Background: an optimization exercise with open tools, aiming at small area and a short achievable clock period. Do not read the settings as production practice.
Only simulation tests tie the RTL to the original design; equivalence was not proved.
Power figures rest on the tool's default switching activity, not on a simulated workload.

==> flow/design.v (outline; a module is shown in full before it is edited, if it fits) <==
// module fifo: 65 lines
// module multiplier: 2759 lines
// module adder: 482 lines
// module component: 55 lines
module component (
    input  wire         clk,
    input  wire         rst,
    input  wire [31:0]  fifo1_data_in,
    input  wire [31:0]  fifo2_data_in,
    input  wire [31:0]  fifo3_data_in,
    input  wire         fifo1_write_en,
    input  wire         fifo2_write_en,
    input  wire         fifo3_write_en,
    input  wire         fifo1_read_en,
    input  wire         fifo2_read_en,
    input  wire         fifo3_read_en,
    output wire [31:0]  result_out,
    output wire         fifo1_empty,
    output wire         fifo2_empty,
    output wire         fifo3_empty,
    output wire         fifo1_full,
    output wire         fifo2_full,
    output wire         fifo3_full
);
  // ...
==> flow/flow/run.sh <==
#!/bin/bash
set -euo pipefail
MARGIN=${MARGIN:-6}
bash standard.sh \
  SETUP_SLACK_MARGIN=$MARGIN \
  "CTS_ARGS=-sink_clustering_enable -repair_clock_nets -dont_use_dummy_load -buf_list sky130_fd_sc_hd__clkbuf_8" \
  "BUFFER_PORTS_ARGS=-buffer_cell sky130_fd_sc_hd__buf_2" \
  finish > make_finish.log 2>&1
==> flow/standard.sh <==
#!/bin/bash
# synth_recipe.tcl (not shown) runs the flow's synth.tcl, then flattens the netlist and writes it again
# the make line also repeats each setting of config.mk as NAME=value (left out here)
make -C /OpenROAD-flow-scripts/flow DESIGN_CONFIG=/design/flow/config.mk WORK_HOME=/design/flow/orfs CLKGATE_MAP_FILE= SYNTH_SCRIPT=/design/flow/synth_recipe.tcl "${@:-finish}"
==> flow/config.mk <==
export PLATFORM = sky130hd
export DESIGN_NAME = component
export DESIGN_NICKNAME = component
export VERILOG_FILES = /design/flow/design.v
export SDC_FILE = /design/flow/constraint.sdc
export NUM_CORES = 4
export LEC_CHECK = 0
export CAP_MARGIN = 20
export CORE_MARGIN = 2
export CORE_UTILIZATION = 45
export PLACE_DENSITY = 0.6
export SLEW_MARGIN = 20
==> flow/constraint.sdc <==
create_clock -name core_clock -period 13.0 [get_ports {clk}]
set_input_delay 2.6000 -clock core_clock [delete_from_list [all_inputs] [get_ports {clk}]]
set_output_delay 2.6000 -clock core_clock [all_outputs]
set_load 0.01 [all_outputs]
==> results.toml, run 1 <==
[finish]
final_cell_mix = "edfxtp_1, nand2_1, inv_1, a22oi_1, fa_1"
multi_input_cells = 2840
mostFrequentLayoutCell = "edfxtp_1"
clk_share = 0.04889
nets = 6528
stdcell_count = 8244
fill_cells = 14590

[sta]
setup_viol = 0
fin_crit_ns = 8.011

[pwr]
power.density_nw_per_um2 = 279.8

[worst_setup_path]
reg2regPathDepth = 17
cp-end-kind = "output pin"
path_delay_family = "adder cells"
startpoint = "rows[44]$_DFF_P_"
cpPeakStageDelay_ns = 0.55

[logic_synthesis]
ys_top_cells_by_area = "edfxtp_1, fa_1, dfxtp_1"
synth.most_common_cell = "edfxtp_1"
syn_nets = 6188
synth-xor-area-share = 0.01173

[clock_network]
cts-resized-gates = 108
clkTransAtPathRegs_ns = 0.06
cts_root_buf = "clkbuf_8"

[routing]
dr.pass1.iters = 6

[placed_design]
place.gp.congestion = 0.8870

[grt]
gr-usage-met2 = 0.4127

[worst_hold_path]
worst_hold_startpoint = "fifo1_inst.rd_sel[14]$_DFFE_PP0P_"

[outcome]
status = "complete, no violations"

[floorplan]
die_area_sq_um = 177800
==> run 2, diff against run 1 <==
==> flow/run.sh (new file) <==
#!/bin/bash
# synth_recipe.tcl (not shown) runs the flow's synth.tcl, then flattens the netlist and writes it again
# the make line also repeats each setting of config.mk as NAME=value (left out here)
make -C /OpenROAD-flow-scripts/flow DESIGN_CONFIG=/design/flow/config.mk WORK_HOME=/design/flow/orfs CLKGATE_MAP_FILE= SYNTH_SCRIPT=/design/flow/synth_recipe.tcl finish
--- a/flow/config.mk
+++ b/flow/config.mk
@@ -9,4 +9,5 @@
 export CORE_MARGIN = 2
 export CORE_UTILIZATION = 45
 export PLACE_DENSITY = 0.6
+export SETUP_SLACK_MARGIN = 5
 export SLEW_MARGIN = 20
removed: flow/flow/run.sh
removed: flow/standard.sh
==> run 2 against run 1 <==
Compared with the run above:
- flip-flop and latch count did not move
- power rose by 1.8%
- critical endpoint unchanged
- fmax rose by 0.76%
- first-iteration DRC count fell by 3.2%
- global-route usage barely moved
- synthesized area did not move
- non-clock buffer count fell by 19
==> results.toml, run 2 <==
[logic_synthesis]
syn_area_sq_um = 78490
synth_cells = 5569
syn_avg_cell_area_sq_um = 14.09
yosysWarningCount = 2
yosysSeqAreaShare = 0.6477
synth.most_common_cell = "edfxtp_1"
synth_commonest_cells = "edfxtp_1, inv_1, nand2_1, a22oi_1, fa_1"
synth_cell_types = 70
ys_top_cells_by_area = "edfxtp_1, fa_1, dfxtp_1"
ys.flop_type = "edfxtp_1"
synth_top_area_cell = "edfxtp_1"
synth_seq_cells = 1794
synth_enable_flop_cells = 1448
syn_nets = 6188
async_reset_ff_frac = 0.04682
synth_top_area_frac = 0.5540

[grt]
antenna_found_initial = 12
grt_max_degree = 52
track_usage = 0.2602
grt_pass1_wl_mm = 338.0
grt_pass1_vias = 48720
grt_overflow_total = 0

[pwr]
power.density_nw_per_um2 = 278.7
power_leakage_nw = 32.33
vdd_drop_max_v = 0.0005209
power_mw = 24.94

[clock_network]
cts_tree = "done"
cts_buffer_depth = 3
clkTransAtPathRegs_ns = 0.06
insertion_delay_ns = 0.85
h-tree-depth = 4
cts_sinks = 1794
cts-hold-fix-buffers = 0
cts_buffers = 180
cts_root_buf = "clkbuf_16"

[worst_hold_path]
hold-path-endpoint = "fifo3_inst.head[25]$_DFF_P_"
worst_hold_startpoint = "fifo3_inst.head[25]$_DFF_P_"
whs_path_depth = 2
hp-class = "flop to flop"

[floorplan]
num_io_pins = 142
chipWidth_um = 421.6
core-area_sq_um = 173600
row_count = 153
dieHeight_um = 421.6
start_util = 0.4520
die_area_sq_um = 177800

[routing]
routed_wl_mm = 232.4
drt-vias-per-instance = 5.831
vias = 48050
drt_iter0_markers = 5364
post_drt_wl_per_cell_um = 28.20
dr.pass1.iters = 6
ant_nets = 0
drc = 0

[sta]
fin_crit_ns = 7.951
fmaxAchievable_ghz = 0.1258
setup_viol = 0
finClkSkew_ns = 0.06364
worst_pin_slew_ns = 1.090
maxSlewHeadroom = 0.2657
tns_ns = 0
hold_violations = 0
finalCritPeriodShare = 0.6116
fin_ws_ns = 5.049
rsz0062_at_grt = "yes"
report.final.slew_viol_count = 0
whs_ns = 0.5264

[worst_setup_path]
worst-endpoint-required_ns = 10.40
crit_fanout = 4
reg2reg_slack_ns = 7.01
worstReg2RegEnd = "rows[169]$_DFF_P_"
reg2regPathDepth = 15
cp-end-kind = "output pin"
worstSetupPathType = "flop to output pin"
reg2reg_from = "fifo1_inst.rd_sel[13]$_DFFE_PP0P_"
critPathLaunchType = "flop"
cp_data_arrival_time_ns = 5.35

[placed_design]
place.gp.congestion = 0.8828
io_buffers = 141
dp.final_hpwl_mm = 133.3
post-place-ws_ns = 4.626

[finish]
mostFrequentLayoutCell = "edfxtp_1"
reg_top3 = "fifo1_inst.memory: 480 flops, fifo2_inst.memory: 480 flops, fifo3_inst.memory: 480 flops"
syn2layout_area_growth_pct = 13.99
final_cell_mix = "edfxtp_1, nand2_1, inv_1, a22oi_1, fa_1"
layout-drive-gt1-share = 0.1065
nets = 6377

[outcome]
status = "complete, no violations"

[flow_run]
cap_viol_max_count = 0
[run 2: cell types whose count changed in the layout (fill, tap and decap cells not counted), sizes merged]
cell and delta:
buf -159, clkdlybuf4s50 +129, clkbuf -62, clkinv +56
bufinv +13, inv +11, clkinvlp +6, diode -5
dlymetal6s2s +4, dlygate4sd2 +3
[run 2: cells by family after synthesis]
family	Yosys count	synth area share
xor+xnor	102	0.01173
compound gates	989	0.09445
simple gates	1234	0.07269
buf+inv	935	0.04934
fa+ha+maj	515	0.1241
flops	1794	0.6477
[run 2: what timing repair did]
| action | in CTS | in global routing |
|---|---|---|
| gates resized for setup | 51 | 42 |
| pin swaps | 14 | 16 |
| buffers inserted | 8 | 6 |
| gates cloned | 0 | 0 |
| setup endpoints to repair | 20 | 17 |
[run 2: worst max-delay path: stages (launching register included)]
cell	delay [ns]
dfxtp_1	0.30
inv_1	0.05
fa_1	0.53
inv_1	0.06
fa_1	0.51
fa_1	0.51
ha_1	0.36
nand4_1	0.18
nor3_2	0.08
and3_1	0.18
a31o_2	0.27
o221ai_4	0.39
o21bai_4	0.11
a31o_2	0.31
a211oi_2	0.21
xnor2_1	0.14
dlygate4sd2_1	0.30
[run 2: power by group]
group / total [mW] / switching (mW) / leakage [nW] / internal [mW]
clock: 5.28 / 2.27 / 2.95 / 3.01
sequential: 7.33 / 0.236 / 16.3 / 7.10
combinational: 12.3 / 7.59 / 13.0 / 4.74
[run 2: cell type report]
| class | instances | area, sq um |
|---|---|---|
| Clock inverter | 87 | 1027 |
| Antenna cell | 7 | 17.52 |
| Clock buffer | 245 | 5054 |
| Sequential cell | 1794 | 50840 |
| Timing Repair Buffer | 322 | 2751 |
| Fill cell | 14440 | 84160 |
| Multi-Input combinational cell | 2840 | 24540 |
| Tap cell | 2325 | 2909 |
| Inverter | 620 | 2330 |
[run 2: layer usage]
metal	global-route usage	vias up	part of all wire
li1	-	20240	-
met1	0.3568	25140	0.41
met2	0.4187	2239	0.47
met3	0.04861	420	0.086
met4	0.08883	10	0.033
met5	0	-	0.00028
[run 2: through the flow]
step             util  instances  cell area, sq um
6_report       0.5153       8240             89470
2_1_floorplan       -       5569             78490
3_3_place_gp   0.4776       7887             82920
3_5_place_dp   0.4776       7887             82920
5_1_grt        0.5152       8236             89460
4_1_cts        0.5143       8227             89300
[run 2: how the worst max path moves through the flow]
| stage | from | cells after the start | endpoint | slack (ns) |
|---|---|---|---|---|
| global placement | fifo1_read_en | 15 | rows[169]$_DFF_P_ | 4.73 |
| CTS | rows[86]$_DFF_P_ | 16 | result_out[31] | 4.87 |
| detailed placement | fifo1_read_en | 15 | rows[169]$_DFF_P_ | 4.63 |
| finish | rows[56]$_DFF_P_ | 16 | result_out[31] | 5.05 |
| global route | rows[86]$_DFF_P_ | 16 | result_out[31] | 4.89 |
| floorplan | fifo1_read_en | 22 | rows[180]$_DFF_P_ | 6.06 |

what the ideal ports hide:
The results above use ideal ports. As a check the final layouts listed here were re-extracted and re-timed, cells and wires unchanged. Step 1 assumes that a clkbuf_16 drives the clock port and a buf_2 every other input. Step 2 also shifts input and output timing later by t, the mid clock arrival at the registers, as if the neighbouring blocks saw the same clock. Slacks: ideal / step 1 / step 2; pairs: ideal / step 1.
run | shift t [ns] | setup WS [ns] | worst setup path after step 2 | pins driven straight from the clock port
run 1 | 1.063 | 4.989 / 4.908 / 5.218 | input to register | 1
run 2 | 0.908 | 5.049 / 4.960 / 4.573 | input to register | 1
After both steps setup and hold are still met in every run listed. For run 2, which loses most, drivers alone change the setup slack by -0.089 ns; drivers and shift together by -0.476 ns.
